From an optimization exercise on the open Yosys and OpenROAD flow, aimed at small area, a short achievable clock period and few clock cycles; shortcuts taken in it are not production practice.
Only simulation tests tie the RTL to the original design; equivalence was not proved.
Power is estimated from default activity; no workload was simulated.

## job 101
==> flow/design.v <==
module Sbox5 (
    input  [3 : 0]  e,
    output [3 : 0]  a,     
    output [3 : 0]  b,
    output [3 : 0]  p
);
localparam [15:0] A00 = 16'hd899, A01 = 16'hdb69, A10 = 16'h36b5, A11 = 16'h99e8;
localparam [15:0] B00 = 16'h3f66, B01 = 16'h24cf, B10 = 16'h3664, B11 = 16'hf9e8;
localparam [15:0] P00 = 16'he7ff, P01 = 16'hffa6, P10 = 16'h00d1, P11 = 16'h6000;
assign a = {A11[e], A10[e], A01[e], A00[e]};
assign b = {B11[e], B10[e], B01[e], B00[e]};
assign p = {P11[e], P10[e], P01[e], P00[e]};
endmodule
module Round (
    input o, A, nAB, oA, oB, oAB,
    output [31 : 0] h_out
);
wire no, nA, noA, noB, noAB;
ZInv i_no  (.i0(o),   .o(no));
ZInv i_nA  (.i0(A),   .o(nA));
ZInv i_noA (.i0(oA),  .o(noA));
ZInv i_noB (.i0(oB),  .o(noB));
ZInv i_noAB(.i0(oAB), .o(noAB));
assign h_out[ 3: 0] = {nAB,  nAB,  nAB,  nAB };
assign h_out[ 7: 4] = {oAB,  oAB,  noAB, noAB};
assign h_out[11: 8] = {noB,  noA,  oB,   oA  };
assign h_out[15:12] = {oB,   A,    noB,  A   };
assign h_out[19:16] = {no,   o,    o,    no  };
assign h_out[23:20] = {no,   1'b1, o,    1'b1};
assign h_out[27:24] = {A,    noB,  A,    oB  };
assign h_out[31:28] = {nA,   oB,   nA,   noB };
endmodule
module LenCheck (
    input  [63 : 0] len,
    output          nz,
    output          nle1,
    output          up_zero
);
wire [31:0] z1;    
wire [7:0]  n2;    
wire [3:0]  z3;    
wire z1x, n2x, z3x;    
genvar i;
generate
    for (i = 0; i < 32; i = i + 1) begin : l1
        ZNor2 g(.i0(len[2*i]), .i1(len[2*i+1]), .o(z1[i]));
    end
    for (i = 0; i < 8; i = i + 1) begin : l2
        ZNand4 g(.i0(z1[4*i]), .i1(z1[4*i+1]), .i2(z1[4*i+2]), .i3(z1[4*i+3]), .o(n2[i]));
    end
    for (i = 0; i < 4; i = i + 1) begin : l3
        ZNor2 g(.i0(n2[2*i]), .i1(n2[2*i+1]), .o(z3[i]));
    end
endgenerate
ZNand4 l4(.i0(z3[0]), .i1(z3[1]), .i2(z3[2]), .i3(z3[3]), .o(nz));
ZInv   x1(.i0(len[1]), .o(z1x));
ZNand4 x2(.i0(z1x), .i1(z1[1]), .i2(z1[2]), .i3(z1[3]), .o(n2x));
ZNor2  x3(.i0(n2x), .i1(n2[1]), .o(z3x));
ZNand4 x4(.i0(z3x), .i1(z3[1]), .i2(z3[2]), .i3(z3[3]), .o(nle1));
assign up_zero = !n2[1] && z3[1] && z3[2] && z3[3];
endmodule
module HashIteration (
    input  [7 : 0] M,
    output         a,
    output         b,
    output         p
);
wire [3:0] av, bv, pv;
Sbox5 sbox(
    .e ({M[5], M[3], M[0], M[6]}),
    .a (av),
    .b (bv),
    .p (pv)
);
wire x = M[7] ^ M[2];
wire y = M[4] ^ M[1];
wire [1:0] an, bn, pn;
ZMux2i a0(.s(y), .i0(av[0]), .i1(av[1]), .o(an[0]));
ZMux2i a1(.s(y), .i0(av[2]), .i1(av[3]), .o(an[1]));
ZMux2i a2(.s(x), .i0(an[0]), .i1(an[1]), .o(a));
ZMux2i b0(.s(y), .i0(bv[0]), .i1(bv[1]), .o(bn[0]));
ZMux2i b1(.s(y), .i0(bv[2]), .i1(bv[3]), .o(bn[1]));
ZMux2i b2(.s(x), .i0(bn[0]), .i1(bn[1]), .o(b));
ZMux2i p0(.s(y), .i0(pv[0]), .i1(pv[1]), .o(pn[0]));
ZMux2i p1(.s(y), .i0(pv[2]), .i1(pv[3]), .o(pn[1]));
ZMux2i p2(.s(x), .i0(pn[0]), .i1(pn[1]), .o(p));
endmodule
module ZNor2 (input i0, input i1, output o);
assign o = ~(i0 | i1);
endmodule
module ZNand4 (input i0, input i1, input i2, input i3, output o);
assign o = ~(i0 & i1 & i2 & i3);
endmodule
module ZInv (input i0, output o);
assign o = ~i0;
endmodule
module FlagZ0 (input nx, input nz, input q, output o);
assign o = nx & (nz | q);
endmodule
module ZMux2i (input s, input i0, input i1, output o);
assign o = ~(s ? i1 : i0);
endmodule
module FlagZ0n (input nx, input nz, input q, output o);
assign o = ~(nx & (nz | q));
endmodule
module FlagZ1n (input nx, input nz, input q, output o);
assign o = ~(nx | ~(nz | q));
endmodule
module lightHashDES(
        input clk,
        input M_valid,
        input rst_n,
        input [7 : 0] M,
        input [63 : 0] input_lenght,
        output reg hash_ready,
        output [31 : 0] digest
    );
reg busy;
reg [7:0] lown;
reg [55:0] upn;
reg [5:0]  phase;
reg        req;    
reg        bor;    
reg        up_zero;
reg        up_acc;
reg o, A, nAB, oA, oB, oAB;
wire a, b, p;
HashIteration main(
    .M(M),
    .a(a),
    .b(b),
    .p(p)
);
Round expand(
    .o(o), .A(A), .nAB(nAB), .oA(oA), .oB(oB), .oAB(oAB),
    .h_out(digest)
);
wire [7:0] low_zero;       
genvar i;
generate
    for (i = 0; i < 8; i = i + 1) begin : bit_
        if (i == 0) begin : first
            assign low_zero[i] = 1'b1;
        end else begin : rest
            assign low_zero[i] = &lown[i-1 : 0];
        end
    end
endgenerate
wire phase0  = phase == 6'd0;
wire phase55 = phase == 6'd55;
wire bor_eff = phase0 ? req : bor;
wire upn_in  = upn[0] ^ bor_eff;   
wire start    = !busy && M_valid;
wire len_nz, len_gt1, len_up_zero;
LenCheck len_check(
    .len(input_lenght),
    .nz(len_nz),
    .nle1(len_gt1),
    .up_zero(len_up_zero)
);
wire at_two   = up_zero && lown == 8'hfd;
wire len_le1;
ZInv le1_inv(.i0(len_gt1), .o(len_le1));
wire busy_x, hr_y;
ZMux2i busy_m(.s(busy), .i0(len_le1), .i1(at_two),  .o(busy_x));
ZMux2i hr_m  (.s(busy), .i0(len_gt1), .i1(!at_two), .o(hr_y));
always @(posedge clk or negedge rst_n) begin
    if (!rst_n) begin
        hash_ready <= 1'b0;
        busy <= 1'b0;
    end else if (M_valid) begin
        hash_ready <= hr_y;
        busy <= busy_x;
    end
end
always @(posedge clk) begin
    lown <= busy ? lown ^ ({8{M_valid}} & low_zero) : ~input_lenght[7:0];
    upn <= busy ? {upn_in, upn[55:1]} : ~input_lenght[63:8];
    phase <= (busy && !phase55) ? phase + 6'd1 : 6'd0;
    up_acc <= busy && !phase55 && (!upn_in || (up_acc && !phase0));
    up_zero <= busy ? (phase55 ? !(!upn_in || up_acc) : up_zero) : len_up_zero;
    req <= busy && ((M_valid && lown == 8'hff) || (req && !phase0));
    bor <= busy && bor_eff && upn[0];
end
localparam [5:0] c = 6'b000100;
wire [5:0] k  = start ? c : {oAB, oB, oA, nAB, A, o};
wire [5:0] kt = k ^ {6{M_valid}};
wire       q  = busy || !M_valid;    
wire [5:0] f    = {p, b, a, p, a, 1'b1};
localparam [5:0] flip = 6'b111000;
wire [5:0] kn, ktn, d;
genvar j;
generate
    for (j = 0; j < 6; j = j + 1) begin : flag
        if (j < 1) begin : plain
            FlagZ0 z(.nx(kt[j]), .nz(len_nz), .q(q), .o(d[j]));
        end else begin : pick
            assign kn[j] = ~k[j];
            if (c[j]) begin : one
                FlagZ1n z1(.nx(kt[j]), .nz(len_nz), .q(q), .o(ktn[j]));
            end else begin : zero
                FlagZ0n z1(.nx(kt[j]), .nz(len_nz), .q(q), .o(ktn[j]));
            end
            if (flip[j]) begin : inv
                ZMux2i m(.s(f[j]), .i0(ktn[j]), .i1(kn[j]), .o(d[j]));
            end else begin : pos
                ZMux2i m(.s(f[j]), .i0(kn[j]), .i1(ktn[j]), .o(d[j]));
            end
        end
    end
endgenerate
always @(posedge clk) begin
    {oAB, oB, oA, nAB, A, o} <= d;
end
endmodule
Settings: LEC_CHECK=0, CAP_MARGIN=20, CORE_MARGIN=2, CORE_UTILIZATION=40, PLACE_DENSITY=0.6, SETUP_SLACK_MARGIN=2.65, SLEW_MARGIN=20; clock period 4.5 ns.
standard.sh (not shown) runs the stock make flow with config.mk's settings and CLKGATE_MAP_FILE= SYNTH_SCRIPT=/design/flow/synth_recipe.tcl, a recipe that flattens the netlist after the stock synthesis.
==> flow/flow/run.sh <==
#!/bin/bash
set -euo pipefail
bash standard.sh "ADDER_MAP_FILE=" "BUFFER_PORTS_ARGS=-buffer_cell sky130_fd_sc_hd__buf_1" \
  "SYNTH_KEEP_MODULES=Sbox5 ZNor2 ZNand4 ZInv ZMux2i FlagZ0 FlagZ0n FlagZ1n" \
  "CTS_ARGS=-sink_clustering_enable -repair_clock_nets -dont_use_dummy_load" finish > flow.log 2>&1
Testbench counts of job 101, summed over its fixed seeds: cycles 29,177.
Edits applied to the flow inputs when going from job 101 to job 102:
==> flow/design.v, changed modules only <==
module lightHashDES(
        input clk,
        input M_valid,
        input rst_n,
        input [7 : 0] M,
        input [63 : 0] input_lenght,
        output reg hash_ready,
        output [31 : 0] digest
    );
reg busy;
reg pend;
reg [7:0] low;
reg [55:0] upn;
reg [5:0]  phase;
reg        req;    
reg        bor;    
reg        up_zero;
reg        up_acc;
reg o, A, nAB, oA, oB, oAB;
wire a, b, p;
HashIteration main(
    .M(M),
    .a(a),
    .b(b),
    .p(p)
);
Round expand(
    .o(o), .A(A), .nAB(nAB), .oA(oA), .oB(oB), .oAB(oAB),
    .h_out(digest)
);
wire [7:0] low_zero;       
genvar i;
generate
    for (i = 0; i < 8; i = i + 1) begin : bit_
        if (i == 0) begin : first
            assign low_zero[i] = 1'b1;
        end else begin : rest
            assign low_zero[i] = ~|low[i-1 : 0];
        end
    end
endgenerate
wire phase0  = phase == 6'd0;
wire phase55 = phase == 6'd55;
wire bor_eff = phase0 ? req : bor;
wire upn_in  = upn[0] ^ bor_eff;   
wire start    = !busy && M_valid;
wire len_nz, len_gt1, len_up_zero;
LenCheck len_check(
    .len(input_lenght),
    .nz(len_nz),
    .nle1(len_gt1),
    .up_zero(len_up_zero)
);
wire at_two   = up_zero && ~|low[7:2] && low[1] && (low[0] == pend);
wire len_le1;
ZInv le1_inv(.i0(len_gt1), .o(len_le1));
wire busy_x, hr_y;
ZMux2i busy_m(.s(busy), .i0(len_le1), .i1(at_two),  .o(busy_x));
ZMux2i hr_m  (.s(busy), .i0(len_gt1), .i1(!at_two), .o(hr_y));
always @(posedge clk or negedge rst_n) begin
    if (!rst_n) begin
        hash_ready <= 1'b0;
        busy <= 1'b0;
    end else if (M_valid) begin
        hash_ready <= hr_y;
        busy <= busy_x;
    end
end
always @(posedge clk) begin
    pend <= busy && M_valid;
    low <= busy ? low ^ ({8{pend}} & low_zero) : input_lenght[7:0];
    upn <= busy ? {upn_in, upn[55:1]} : ~input_lenght[63:8];
    phase <= (busy && !phase55) ? phase + 6'd1 : 6'd0;
    up_acc <= busy && !phase55 && (!upn_in || (up_acc && !phase0));
    up_zero <= busy ? (phase55 ? !(!upn_in || up_acc) : up_zero) : len_up_zero;
    req <= busy && ((pend && low == 8'd0) || (req && !phase0));
    bor <= busy && bor_eff && upn[0];
end
localparam [5:0] c = 6'b000100;
wire [5:0] k  = start ? c : {oAB, oB, oA, nAB, A, o};
wire [5:0] kt = k ^ {6{M_valid}};
wire       q  = busy || !M_valid;    
wire [5:0] f    = {p, b, a, p, a, 1'b1};
localparam [5:0] flip = 6'b111000;
wire [5:0] kn, ktn, d;
genvar j;
generate
    for (j = 0; j < 6; j = j + 1) begin : flag
        if (j < 1) begin : plain
            if (c[j]) begin : one
                FlagZ1 z(.nx(kt[j]), .nz(len_nz), .q(q), .o(d[j]));
            end else begin : zero
                FlagZ0 z(.nx(kt[j]), .nz(len_nz), .q(q), .o(d[j]));
            end
        end else begin : pick
            assign kn[j] = ~k[j];
            if (c[j]) begin : one
                FlagZ1n z1(.nx(kt[j]), .nz(len_nz), .q(q), .o(ktn[j]));
            end else begin : zero
                FlagZ0n z1(.nx(kt[j]), .nz(len_nz), .q(q), .o(ktn[j]));
            end
            if (flip[j]) begin : inv
                ZMux2i m(.s(f[j]), .i0(ktn[j]), .i1(kn[j]), .o(d[j]));
            end else begin : pos
                ZMux2i m(.s(f[j]), .i0(kn[j]), .i1(ktn[j]), .o(d[j]));
            end
        end
    end
endgenerate
always @(posedge clk) begin
    {oAB, oB, oA, nAB, A, o} <= d;
end
endmodule
[summary]
- Job 102 has routed wire length above what job 101 had.
- Diff job 101 -> job 102 | non-filler instance count after layout | increase of 12
- Job 102: multiplexer area fraction after synthesis 1.9 points below job 101
- Job 102 against job 101: area after detailed placement picked up an extra 18 um2, area growth from synthesis to layout shrank by 0.79 points, total power -0.0092 mW, worst setup slack went down.
- Launch point of the critical path = A$_DFF_P_: job 102; launch point of the critical path = M[6]: job 101
- In job 102 the maximum clock frequency turned out 0.49% lower than in job 101.
- The clock share of power of job 102 exceeds that of job 101 by 0.6 points.
- [job 102] number of nets at the end of the flow rose 2.0% relative to job 101
- Area after synthesis in job 102 is about 1.8% higher than in job 101
- From job 101 to job 102 the numbers moved as follows: post-cts sizing count fell by about 5%, total negative slack for setup checks comparable.
Testbench counts of job 102, summed over its fixed seeds: cycles 29,177.

==> re-timing with driven ports <==
No port has a modelled driver above. Below, the same layouts with a new extraction and two added sets of constraints.
Step 1: set_driving_cell puts a clkbuf_16 on clk and a buf_2 on each other input, an assumption about the parent block.
Step 2 also shifts input and output timing later by t, the mid clock arrival at the registers, as if the neighbouring blocks saw the same clock.
a / b / c = ideal ports / drivers / drivers and shift; a / b = the first two.
run | shift t [ns] | slack for setup (ns) | worst slew at a driven data input, ns
job 101 | 0.358 | 2.692 / 2.620 / 2.262 | 0.11
job 102 | 0.378 | 2.683 / 2.644 / 2.267 | 0.11
After both steps every run listed still meets setup and hold. The setup slack of job 101, which loses most, moves by -0.072 ns with the drivers and by -0.430 ns with both steps.
